Source: an optimization exercise on an open RTL-to-GDS flow (aim: small area, a short achievable clock period and few clock cycles per item). Production flows keep margins and buffers that such runs may drop. Function was checked by simulation only, so behaviour that the tests miss may differ from the original. Power and IR drop assume default switching activity.

==> flow/design.v <==
module viterbi_16bit (input [15:0] code_in, output [7:0] data_out);
  wire new_n25, new_n26, new_n27, new_n28, new_n29, new_n30, new_n31,
    new_n32, new_n33, new_n34, new_n35, new_n36, new_n37, new_n38, new_n39,
    new_n40, new_n41, new_n42, new_n43, new_n44, new_n45, new_n46, new_n47,
    new_n48, new_n49, new_n50, new_n51, new_n52, new_n53, new_n54, new_n55,
    new_n56, new_n57, new_n58, new_n59, new_n60, new_n61, new_n62, new_n63,
    new_n64, new_n65, new_n66, new_n67, new_n68, new_n69, new_n70, new_n71,
    new_n72, new_n73, new_n74, new_n75, new_n76, new_n77, new_n78, new_n79,
    new_n80, new_n81, new_n82, new_n83, new_n84, new_n85, new_n86, new_n87,
    new_n88, new_n89, new_n90, new_n91, new_n92, new_n93, new_n94, new_n95,
    new_n96, new_n97, new_n98, new_n99, new_n100, new_n101, new_n102,
    new_n103, new_n104, new_n105, new_n106, new_n107, new_n108, new_n109,
    new_n110, new_n111, new_n112, new_n113, new_n114, new_n115, new_n116,
    new_n117, new_n118, new_n119, new_n120, new_n121, new_n122, new_n123,
    new_n124, new_n125, new_n126, new_n127, new_n128, new_n129, new_n130,
    new_n131, new_n132, new_n133, new_n134, new_n135, new_n136, new_n137,
    new_n138, new_n139, new_n140, new_n141, new_n142, new_n143, new_n144,
    new_n145, new_n146, new_n147, new_n148, new_n149, new_n150, new_n151,
    new_n152, new_n153, new_n154, new_n155, new_n156, new_n157, new_n158,
    new_n159, new_n160, new_n162, new_n163, new_n164, new_n165, new_n167,
    new_n168, new_n169, new_n170, new_n171, new_n172, new_n173, new_n174,
    new_n175, new_n176, new_n177, new_n178, new_n179, new_n180, new_n181,
    new_n183, new_n184, new_n185, new_n186, new_n187, new_n188, new_n189,
    new_n190, new_n191, new_n192, new_n193, new_n194, new_n195, new_n196,
    new_n197, new_n198, new_n199, new_n200, new_n201, new_n202, new_n203,
    new_n204, new_n205, new_n206, new_n207, new_n208, new_n209, new_n210,
    new_n212, new_n213, new_n214, new_n215, new_n216, new_n217, new_n218,
    new_n219, new_n220, new_n221, new_n222, new_n223, new_n224, new_n225,
    new_n226, new_n228, new_n229, new_n230, new_n231, new_n233, new_n234,
    new_n236, new_n237, new_n238, new_n239, new_n240, new_n241;
  assign new_n25 = ~code_in[0] & ~code_in[1];
  assign new_n26 = ~code_in[4] & ~code_in[5];
  assign new_n27 = code_in[4] & code_in[5];
  assign new_n28 = ~new_n26 & ~new_n27;
  assign new_n29 = code_in[0] & code_in[1];
  assign new_n30 = code_in[2] & ~code_in[3];
  assign new_n31 = ~code_in[2] & code_in[3];
  assign new_n32 = ~new_n30 & ~new_n31;
  assign new_n33 = ~new_n29 & new_n32;
  assign new_n34 = ~new_n25 & ~new_n32;
  assign new_n35 = ~new_n33 & ~new_n34;
  assign new_n36 = ~new_n25 & ~new_n29;
  assign new_n37 = ~new_n35 & ~new_n36;
  assign new_n38 = ~code_in[6] & ~code_in[7];
  assign new_n39 = code_in[6] & code_in[7];
  assign new_n40 = ~new_n38 & ~new_n39;
  assign new_n41 = ~new_n25 & ~new_n33;
  assign new_n42 = code_in[5] & ~new_n41;
  assign new_n43 = ~code_in[5] & new_n41;
  assign new_n44 = ~new_n42 & ~new_n43;
  assign new_n45 = ~new_n40 & new_n44;
  assign new_n46 = new_n40 & ~new_n44;
  assign new_n47 = ~new_n45 & ~new_n46;
  assign new_n48 = new_n37 & ~new_n47;
  assign new_n49 = ~code_in[2] & ~code_in[4];
  assign new_n50 = code_in[2] & code_in[4];
  assign new_n51 = ~new_n49 & ~new_n50;
  assign new_n52 = ~new_n40 & ~new_n51;
  assign new_n53 = new_n40 & new_n51;
  assign new_n54 = ~new_n52 & ~new_n53;
  assign new_n55 = code_in[10] & ~code_in[11];
  assign new_n56 = ~code_in[10] & code_in[11];
  assign new_n57 = ~new_n55 & ~new_n56;
  assign new_n58 = ~code_in[8] & ~code_in[9];
  assign new_n59 = code_in[8] & code_in[9];
  assign new_n60 = ~new_n58 & ~new_n59;
  assign new_n61 = code_in[3] & ~code_in[6];
  assign new_n62 = ~code_in[3] & code_in[6];
  assign new_n63 = ~new_n61 & ~new_n62;
  assign new_n64 = new_n60 & ~new_n63;
  assign new_n65 = ~new_n60 & new_n63;
  assign new_n66 = ~new_n64 & ~new_n65;
  assign new_n67 = new_n51 & ~new_n66;
  assign new_n68 = ~new_n51 & new_n66;
  assign new_n69 = ~new_n67 & ~new_n68;
  assign new_n70 = ~new_n35 & ~new_n54;
  assign new_n71 = ~new_n47 & ~new_n70;
  assign new_n72 = new_n69 & new_n71;
  assign new_n73 = ~code_in[3] & ~new_n28;
  assign new_n74 = code_in[3] & new_n28;
  assign new_n75 = ~new_n73 & ~new_n74;
  assign new_n76 = ~new_n35 & new_n75;
  assign new_n77 = new_n44 & ~new_n76;
  assign new_n78 = ~new_n40 & new_n76;
  assign new_n79 = ~new_n77 & ~new_n78;
  assign new_n80 = ~code_in[9] & new_n57;
  assign new_n81 = code_in[9] & ~new_n57;
  assign new_n82 = ~new_n80 & ~new_n81;
  assign new_n83 = new_n79 & new_n82;
  assign new_n84 = ~new_n79 & ~new_n82;
  assign new_n85 = ~new_n83 & ~new_n84;
  assign new_n86 = ~new_n72 & ~new_n85;
  assign new_n87 = new_n47 & new_n54;
  assign new_n88 = ~new_n37 & ~new_n69;
  assign new_n89 = new_n87 & ~new_n88;
  assign new_n90 = ~new_n76 & ~new_n89;
  assign new_n91 = ~new_n69 & ~new_n71;
  assign new_n92 = ~new_n72 & ~new_n91;
  assign new_n93 = ~new_n37 & new_n47;
  assign new_n94 = new_n92 & ~new_n93;
  assign new_n95 = new_n90 & ~new_n94;
  assign new_n96 = new_n85 & new_n95;
  assign new_n97 = ~new_n86 & ~new_n96;
  assign new_n98 = ~new_n87 & ~new_n93;
  assign new_n99 = ~new_n92 & new_n98;
  assign new_n100 = code_in[12] & ~code_in[13];
  assign new_n101 = ~code_in[12] & code_in[13];
  assign new_n102 = ~new_n100 & ~new_n101;
  assign new_n103 = ~code_in[11] & ~new_n102;
  assign new_n104 = code_in[11] & new_n102;
  assign new_n105 = ~new_n103 & ~new_n104;
  assign new_n106 = ~new_n60 & new_n105;
  assign new_n107 = new_n60 & ~new_n105;
  assign new_n108 = ~new_n106 & ~new_n107;
  assign new_n109 = new_n99 & ~new_n108;
  assign new_n110 = ~new_n99 & new_n108;
  assign new_n111 = ~new_n109 & ~new_n110;
  assign new_n112 = ~new_n97 & ~new_n111;
  assign new_n113 = code_in[13] & ~new_n57;
  assign new_n114 = ~code_in[13] & new_n57;
  assign new_n115 = ~new_n113 & ~new_n114;
  assign new_n116 = ~code_in[14] & ~code_in[15];
  assign new_n117 = code_in[14] & code_in[15];
  assign new_n118 = ~new_n116 & ~new_n117;
  assign new_n119 = new_n115 & ~new_n118;
  assign new_n120 = new_n76 & ~new_n108;
  assign new_n121 = new_n47 & ~new_n76;
  assign new_n122 = new_n108 & new_n121;
  assign new_n123 = ~new_n120 & ~new_n122;
  assign new_n124 = new_n94 & new_n123;
  assign new_n125 = ~new_n115 & new_n118;
  assign new_n126 = ~new_n124 & ~new_n125;
  assign new_n127 = ~new_n119 & new_n126;
  assign new_n128 = ~new_n99 & new_n115;
  assign new_n129 = ~new_n118 & ~new_n128;
  assign new_n130 = new_n97 & new_n129;
  assign new_n131 = ~new_n127 & new_n130;
  assign new_n132 = ~new_n112 & ~new_n131;
  assign new_n133 = ~new_n95 & ~new_n99;
  assign new_n134 = ~new_n85 & new_n133;
  assign new_n135 = ~new_n47 & new_n108;
  assign new_n136 = new_n70 & new_n135;
  assign new_n137 = ~new_n127 & ~new_n136;
  assign new_n138 = ~new_n134 & new_n137;
  assign new_n139 = new_n48 & ~new_n54;
  assign new_n140 = new_n85 & new_n139;
  assign new_n141 = new_n127 & ~new_n140;
  assign new_n142 = ~new_n138 & ~new_n141;
  assign new_n143 = ~new_n132 & new_n142;
  assign new_n144 = code_in[15] & new_n102;
  assign new_n145 = ~code_in[15] & ~new_n102;
  assign new_n146 = ~new_n144 & ~new_n145;
  assign new_n147 = ~new_n143 & new_n146;
  assign new_n148 = ~new_n132 & ~new_n147;
  assign new_n149 = new_n90 & new_n97;
  assign new_n150 = new_n57 & ~new_n149;
  assign new_n151 = code_in[13] & new_n97;
  assign new_n152 = ~new_n150 & ~new_n151;
  assign new_n153 = new_n148 & ~new_n152;
  assign new_n154 = ~new_n112 & ~new_n127;
  assign new_n155 = new_n118 & ~new_n154;
  assign new_n156 = new_n85 & ~new_n125;
  assign new_n157 = new_n133 & ~new_n156;
  assign new_n158 = new_n115 & new_n154;
  assign new_n159 = ~new_n85 & ~new_n158;
  assign new_n160 = new_n157 & ~new_n159;
  assign data_out[6] = new_n155 | new_n160;
  assign new_n162 = code_in[13] & ~data_out[6];
  assign new_n163 = ~code_in[13] & data_out[6];
  assign new_n164 = ~new_n162 & ~new_n163;
  assign new_n165 = ~new_n148 & new_n164;
  assign data_out[4] = ~new_n153 & ~new_n165;
  assign new_n167 = ~new_n57 & data_out[4];
  assign new_n168 = new_n57 & ~data_out[4];
  assign new_n169 = ~new_n167 & ~new_n168;
  assign new_n170 = new_n105 & ~new_n148;
  assign new_n171 = ~new_n105 & new_n148;
  assign new_n172 = ~new_n170 & ~new_n171;
  assign new_n173 = ~new_n169 & new_n172;
  assign new_n174 = ~new_n60 & ~new_n99;
  assign new_n175 = new_n72 & new_n85;
  assign new_n176 = ~new_n60 & ~new_n175;
  assign new_n177 = new_n99 & ~new_n176;
  assign new_n178 = ~new_n85 & ~new_n90;
  assign new_n179 = ~new_n177 & ~new_n178;
  assign new_n180 = new_n169 & new_n179;
  assign new_n181 = ~new_n174 & new_n180;
  assign data_out[3] = new_n173 | new_n181;
  assign new_n183 = code_in[7] & ~data_out[3];
  assign new_n184 = ~code_in[7] & data_out[3];
  assign new_n185 = ~new_n183 & ~new_n184;
  assign new_n186 = ~new_n54 & ~new_n185;
  assign new_n187 = ~new_n48 & ~new_n186;
  assign new_n188 = ~new_n35 & ~new_n93;
  assign new_n189 = ~code_in[3] & new_n188;
  assign new_n190 = ~new_n187 & ~new_n189;
  assign new_n191 = ~new_n28 & ~new_n190;
  assign new_n192 = new_n28 & new_n190;
  assign new_n193 = ~new_n191 & ~new_n192;
  assign new_n194 = new_n77 & new_n94;
  assign new_n195 = new_n60 & ~data_out[3];
  assign new_n196 = ~new_n60 & data_out[3];
  assign new_n197 = ~new_n195 & ~new_n196;
  assign new_n198 = ~code_in[9] & data_out[4];
  assign new_n199 = code_in[9] & ~data_out[4];
  assign new_n200 = ~new_n198 & ~new_n199;
  assign new_n201 = ~new_n140 & new_n200;
  assign new_n202 = new_n197 & new_n201;
  assign new_n203 = ~new_n40 & ~new_n67;
  assign new_n204 = ~new_n94 & new_n203;
  assign new_n205 = ~new_n77 & ~new_n204;
  assign new_n206 = new_n94 & ~new_n203;
  assign new_n207 = new_n76 & new_n206;
  assign new_n208 = new_n205 & ~new_n207;
  assign new_n209 = ~new_n197 & ~new_n208;
  assign new_n210 = ~new_n202 & ~new_n209;
  assign data_out[2] = ~new_n194 & new_n210;
  assign new_n212 = new_n51 & data_out[2];
  assign new_n213 = ~new_n51 & ~data_out[2];
  assign new_n214 = ~new_n212 & ~new_n213;
  assign new_n215 = ~new_n193 & ~new_n214;
  assign new_n216 = new_n25 & ~new_n215;
  assign new_n217 = new_n29 & ~new_n215;
  assign new_n218 = ~new_n28 & new_n214;
  assign new_n219 = ~new_n87 & ~new_n190;
  assign new_n220 = ~new_n191 & ~new_n219;
  assign new_n221 = ~new_n214 & new_n220;
  assign new_n222 = ~new_n218 & ~new_n221;
  assign new_n223 = ~code_in[2] & new_n222;
  assign new_n224 = code_in[2] & ~new_n222;
  assign new_n225 = ~new_n223 & ~new_n224;
  assign new_n226 = ~new_n217 & ~new_n225;
  assign data_out[0] = ~new_n216 & ~new_n226;
  assign new_n228 = ~code_in[3] & ~new_n54;
  assign new_n229 = new_n54 & new_n185;
  assign new_n230 = new_n214 & ~new_n229;
  assign new_n231 = ~new_n228 & new_n230;
  assign data_out[1] = new_n221 | new_n231;
  assign new_n233 = new_n102 & new_n148;
  assign new_n234 = ~new_n102 & ~new_n148;
  assign data_out[5] = new_n233 | new_n234;
  assign new_n236 = ~code_in[14] & ~data_out[6];
  assign new_n237 = code_in[14] & data_out[6];
  assign new_n238 = ~new_n236 & ~new_n237;
  assign new_n239 = data_out[5] & new_n238;
  assign new_n240 = ~data_out[5] & ~new_n238;
  assign new_n241 = ~new_n239 & ~new_n240;
  assign data_out[7] = ~new_n147 & new_n241;
endmodule
module viterbi_decoder(
    input clk, reset, start,
    input [383:0] code_in,
    output reg [191:0] data_out,
    output reg done
);
    wire [191:0] dec;
    genvar i;
    generate
        for (i = 0; i < 24; i = i + 1) begin : decoder
            viterbi_16bit decoder (
                .code_in(code_in[16*i +: 16]),
                .data_out(dec[8*i +: 8])
            );
        end
    endgenerate
    always @(posedge clk or negedge reset)
        if (!reset) done <= 1'b0;
        else        done <= start;
    always @(posedge clk)
        data_out <= dec;
endmodule
==> flow/flow/run.sh <==
#!/bin/bash
# The standard layout (the standard.sh, unchanged synthesis), with the port
# buffers that buffer_ports inserts on every input and output made the
# minimum-size buffer instead of the delay buffer it picks by default.
set -uo pipefail
export BUFFER_PORTS_ARGS="-buffer_cell sky130_fd_sc_hd__buf_1"
bash standard.sh finish > standard_flow.log 2>&1
rc=$?
tail -n 40 standard_flow.log
exit $rc
==> flow/standard.sh <==
#!/bin/bash
# synth_recipe.tcl (not shown) runs the flow's synth.tcl, then flattens the netlist and writes it again
# the make line also repeats each setting of config.mk as NAME=value (left out here)
make -C /OpenROAD-flow-scripts/flow DESIGN_CONFIG=/design/flow/config.mk WORK_HOME=/design/flow/orfs CLKGATE_MAP_FILE= SYNTH_SCRIPT=/design/flow/synth_recipe.tcl "${@:-finish}"
==> flow/config.mk <==
export PLATFORM = sky130hd
export DESIGN_NAME = viterbi_decoder
export DESIGN_NICKNAME = viterbi_decoder
export VERILOG_FILES = /design/flow/design.v
export SDC_FILE = /design/flow/constraint.sdc
export NUM_CORES = 4
export LEC_CHECK = 0
export ABC_AREA = 1
export CAP_MARGIN = 20
export CORE_MARGIN = 2
export CORE_UTILIZATION = 60
export SLEW_MARGIN = 20
==> flow/constraint.sdc <==
create_clock -name core_clock -period 10.0 [get_ports {clk}]
set_input_delay 2.0000 -clock core_clock [delete_from_list [all_inputs] [get_ports {clk}]]
set_output_delay 2.0000 -clock core_clock [all_outputs]
set_load 0.01 [all_outputs]
==> results.sh <==
export IMPL_rows=81
export IMPL_vias=31994
export IMPL_ys_ff_latch=193
export IMPL_grt_ovfl_total=0
export IMPL_slew_headroom_pct=59.0
export IMPL_final_area_um2=33200
export IMPL_leakagePower_nw=18.3
export IMPL_start_util_pct=60.6
export IMPL_worstPathArrival_ps=5770
export IMPL_final_cells=6244
export IMPL_synth_xor_area_share_pct=13.9
export IMPL_postRouteAntennaNets=0
export IMPL_synth_top_family_by_area="simple AND/OR/NAND/NOR gates"
export IMPL_min_path_type="input pin to async pin"
export IMPL_synthArstFlopShare_pct=0.518
export IMPL_gp_congestion=0.951
export IMPL_cts_buffers=17
export IMPL_vdd_ir_drop_max_mv=0.148
export IMPL_rsz0062_at_grt="no"
export IMPL_max_clock_path_buffers=2
export IMPL_critical_path_slowest_cell="xnor2_2"
export IMPL_synth_cell_types=54
export IMPL_crit_path_frequent_cell="nand2_1"
export IMPL_drc=0
export IMPL_nNetsFinal=6052
export IMPL_synth_simple_area_share_pct=48.2
export IMPL_grt_antenna_before_repair=36
export IMPL_cts_hold_buffers=0
export IMPL_period_minus_slack_ps=5360
export IMPL_area_growth_pct=12.5
export IMPL_numClockSinks=193
export IMPL_synth_nets=5454
export IMPL_max_cap_viol_count=0
export IMPL_grt_pass1_vias=28574
export IMPL_post_synth_cell_area_avg_um2=5.97
export IMPL_cp_required_ps=10410
export IMPL_synthFlopType="dfxtp_1"
export IMPL_dp_cells=6190
export IMPL_critPathMaxStageDelay_ps=400
export IMPL_synthMuxAreaShare_pct=0
export IMPL_top_level_ports=580
export IMPL_holdWs_ps=1230
export IMPL_io_buffers=579
export IMPL_wl_per_cell_um=13.2
export IMPL_critPathMaxFanout=7
export IMPL_grt_max_degree=17
export IMPL_yosysWarnings=1
export IMPL_ys_seq_area_share_pct=13.1
export IMPL_dr_pass1_iters=6
export IMPL_die_area_um2=51000
export IMPL_die_w_um=226
export IMPL_crit_type="input pin to register"
export IMPL_slew_viol_final=0
export IMPL_synthAdderAreaFrac_pct=5.08
export IMPL_setup_viol=0
export IMPL_worstMarginPinSlew_ps=610
export IMPL_fin_tns_setup_ps=0
export IMPL_fin_crit_sh_pct=53.6
export IMPL_timing_final_hold_violations=0
export IMPL_cts_root_buffer="clkbuf_16"
export IMPL_postCtsSetupBuffers=0
export IMPL_die_h_um=226
export IMPL_ctsResizeCount=0
export IMPL_end_kind="register"
export IMPL_postSynthCellCount=4947
export IMPL_track_usage_pct=31.7
export IMPL_clkTransAtPathRegs_ps=80
export IMPL_htreeDepth=4
export IMPL_synth_edff_count=0
export IMPL_wl_um=82400
export IMPL_dp_final_hpwl_um=70400
export IMPL_core_um2=48700
export IMPL_grt_pass1_wl_um=133000
export IMPL_syn_area_um2=29500
export IMPL_power_density_nw_per_um2=225
export IMPL_critPathLaunchType="input pin"
export IMPL_placed_area_um2=32600
export IMPL_outcome="timing/DRC/antenna clean"
export IMPL_drive_gt1_share_pct=13.2
export IMPL_fmax_ghz=0.187
export IMPL_synth_compound_area_share_pct=8.98
export IMPL_vias_per_cell=5.12
export IMPL_dr_first_iter_drc_count=1804
export IMPL_cts_tree="built"
-- cells in the final DEF, fill, tap and decap left out, types with 4 or more instances in the layout --
| cell type | count |
|---|---|
| inv_1 | 768 |
| ha_1 | 120 |
| nand3b_1 | 25 |
| xnor2_2 | 16 |
| o21a_1 | 6 |
| buf_1 | 579 |
| o21ai_4 | 8 |
| a221oi_1 | 4 |
| and2_1 | 7 |
| nor2_1 | 185 |
| nand4_1 | 32 |
| dfxtp_1 | 192 |
| nor3_1 | 14 |
| a21boi_0 | 21 |
| a21oi_2 | 6 |
| o21bai_1 | 14 |
| inv_2 | 80 |
| o21bai_4 | 6 |
| o31ai_1 | 45 |
| o21ai_1 | 19 |
| nand3_1 | 699 |
| xor2_1 | 225 |
| or2_1 | 6 |
| or2_2 | 37 |
| diode_2 | 22 |
| nand2_4 | 14 |
| clkbuf_16 | 17 |
| nand2_1 | 1526 |
| xor2_2 | 58 |
| a211o_1 | 5 |
| o21ai_2 | 33 |
| o21ai_0 | 50 |
| o21bai_2 | 9 |
| nand3_2 | 154 |
| nor3_2 | 4 |
| nand2_2 | 268 |
| a21oi_1 | 152 |
| xnor2_1 | 105 |
-- cells in the mapped netlist, types with 2 or more instances --
cell type  number  area share (%)
a211o_1         5            0.15
a211oi_1        3           0.076
a21boi_0       21            0.53
a21oi_1       152             2.6
a21oi_2         6            0.18
a221o_1         3            0.10
a221oi_1        4            0.12
a22o_1          2           0.059
a22oi_1         3           0.076
and2_1          7            0.15
and2_4          2           0.059
clkinv_1        3           0.038
dfxtp_1       192              13
ha_1          120             5.1
inv_1         768             9.8
inv_2          80             1.0
nand2_1      1526              19
nand2_2       268             5.7
nand2_4        14            0.53
nand2b_1        2           0.042
nand3_1       699              12
nand3_2       154             5.2
nand3b_1       25            0.64
nand3b_2        2           0.076
nand4_1        32            0.68
nor2_1        185             2.4
nor2_2          3           0.064
nor3_1         14            0.24
nor3_2          4            0.14
o21a_1          6            0.15
o21ai_0        50            0.85
o21ai_1        19            0.32
o21ai_2        33            0.98
o21ai_4         8            0.44
o21bai_1       14            0.36
o21bai_2        9            0.34
o21bai_4        6            0.38
o22ai_1         2           0.042
o31ai_1        45             1.1
or2_1           6            0.13
or2_2          37            0.78
xnor2_1       105             3.1
xnor2_2        16            0.88
xor2_1        225             6.7
xor2_2         58             3.2
-- worst max-delay path: cells and delay by family --
kind | cells | cell delay (ps)
buffers and inverters | 5 | 430
xor gates and xnor gates | 2 | 580
adders and majority gates | 3 | 810
and+or+nand+nor | 25 | 1950
-- registers in the layout (all words and copies together), names as in the netlist --
name / cells
done: 1
data_out: 192
-- per-stage QoR --
step / total power [mW] / util [%] / setup WS, ps
after detailed placement: 6.66 / 66.8 / 4170
after CTS: 7.48 / 68.1 / 4710
after floorplan: 5.44 / - / 4780
final: 7.49 / 68.2 / 4640
after global routing: 8.29 / 68.1 / 4160
after global placement: 6.61 / 66.8 / 4260
-- area by class of cell --
class | count | area [um2]
Antenna cell | 22 | 55.1
Clock buffer | 21 | 470
Clock inverter | 11 | 153
Fill cell | 4702 | 15500
Inverter | 852 | 3200
Multi-Input combinational cell | 3902 | 22500
Sequential cell | 193 | 3870
Tap cell | 664 | 831
Timing Repair Buffer | 579 | 2170
-- power breakdown --
part           internal (mW)  switching (mW)
combinational           1.83            3.56
clock                  0.415           0.358
sequential              1.19           0.136
total                   3.43            4.06
-- routing by layer --
layer | wire (um) | global-route usage (%) | vias to the layer above | share of wire (%)
met2 | 37000 | 52.0 | 850 | 45
met1 | 35500 | 38.5 | 14050 | 43
met3 | 5870 | 8.12 | 199 | 7.1
met4 | 3750 | 15.3 | 32 | 4.5
met5 | 202 | 0 | - | 0.25
li1 | - | - | 16863 | -
-- how the worst max path moves through the flow --
stage,start,depth (start not counted),to
4_1_cts,code_in[329],35,data_out[160]
2_1_floorplan,code_in[72],30,data_out[32]
3_3_place_gp,code_in[103],31,data_out[48]
6_report,code_in[329],35,data_out[160]
5_1_grt,code_in[39],33,data_out[16]
3_5_place_dp,code_in[329],35,data_out[160]
-- logic make-up after synthesis --
family / after synthesis
adders and majority gates: 120
buffers and inverters: 852
xor gates and xnor gates: 404
DFF: 193
AOI/OAI and AO/OA: 394
and+or+nand+nor: 2984
Testbench counts, summed over its fixed seeds: cycles 384, items 384.

-- re-timing with driven ports --
Ports are ideal in the flow. The routed layout listed here was re-timed in OpenROAD. Step 1 sets driving cells, clkbuf_16 on the clock port and buf_2 on the other inputs (assumed; they add their load-dependent delay and slew). Step 2 moves the port delays by t, midway between the first and last clock arrival at a register: inputs arrive t later, outputs are due t later. That takes back most of the time a late clock gives input paths. Three values: no drivers, after step 1, after step 2; two values: the first two.
t (ns): 0.574
slack for setup (ns): 4.642 / 4.686 / 4.112
hold slack, ns: 1.230 / 1.189 / 1.763
worst register clock-pin slew, ns: 0.08 / 0.08
After both steps this run still meets setup and hold. For this run, drivers alone change the setup slack by +0.044 ns; drivers and shift together by -0.530 ns.
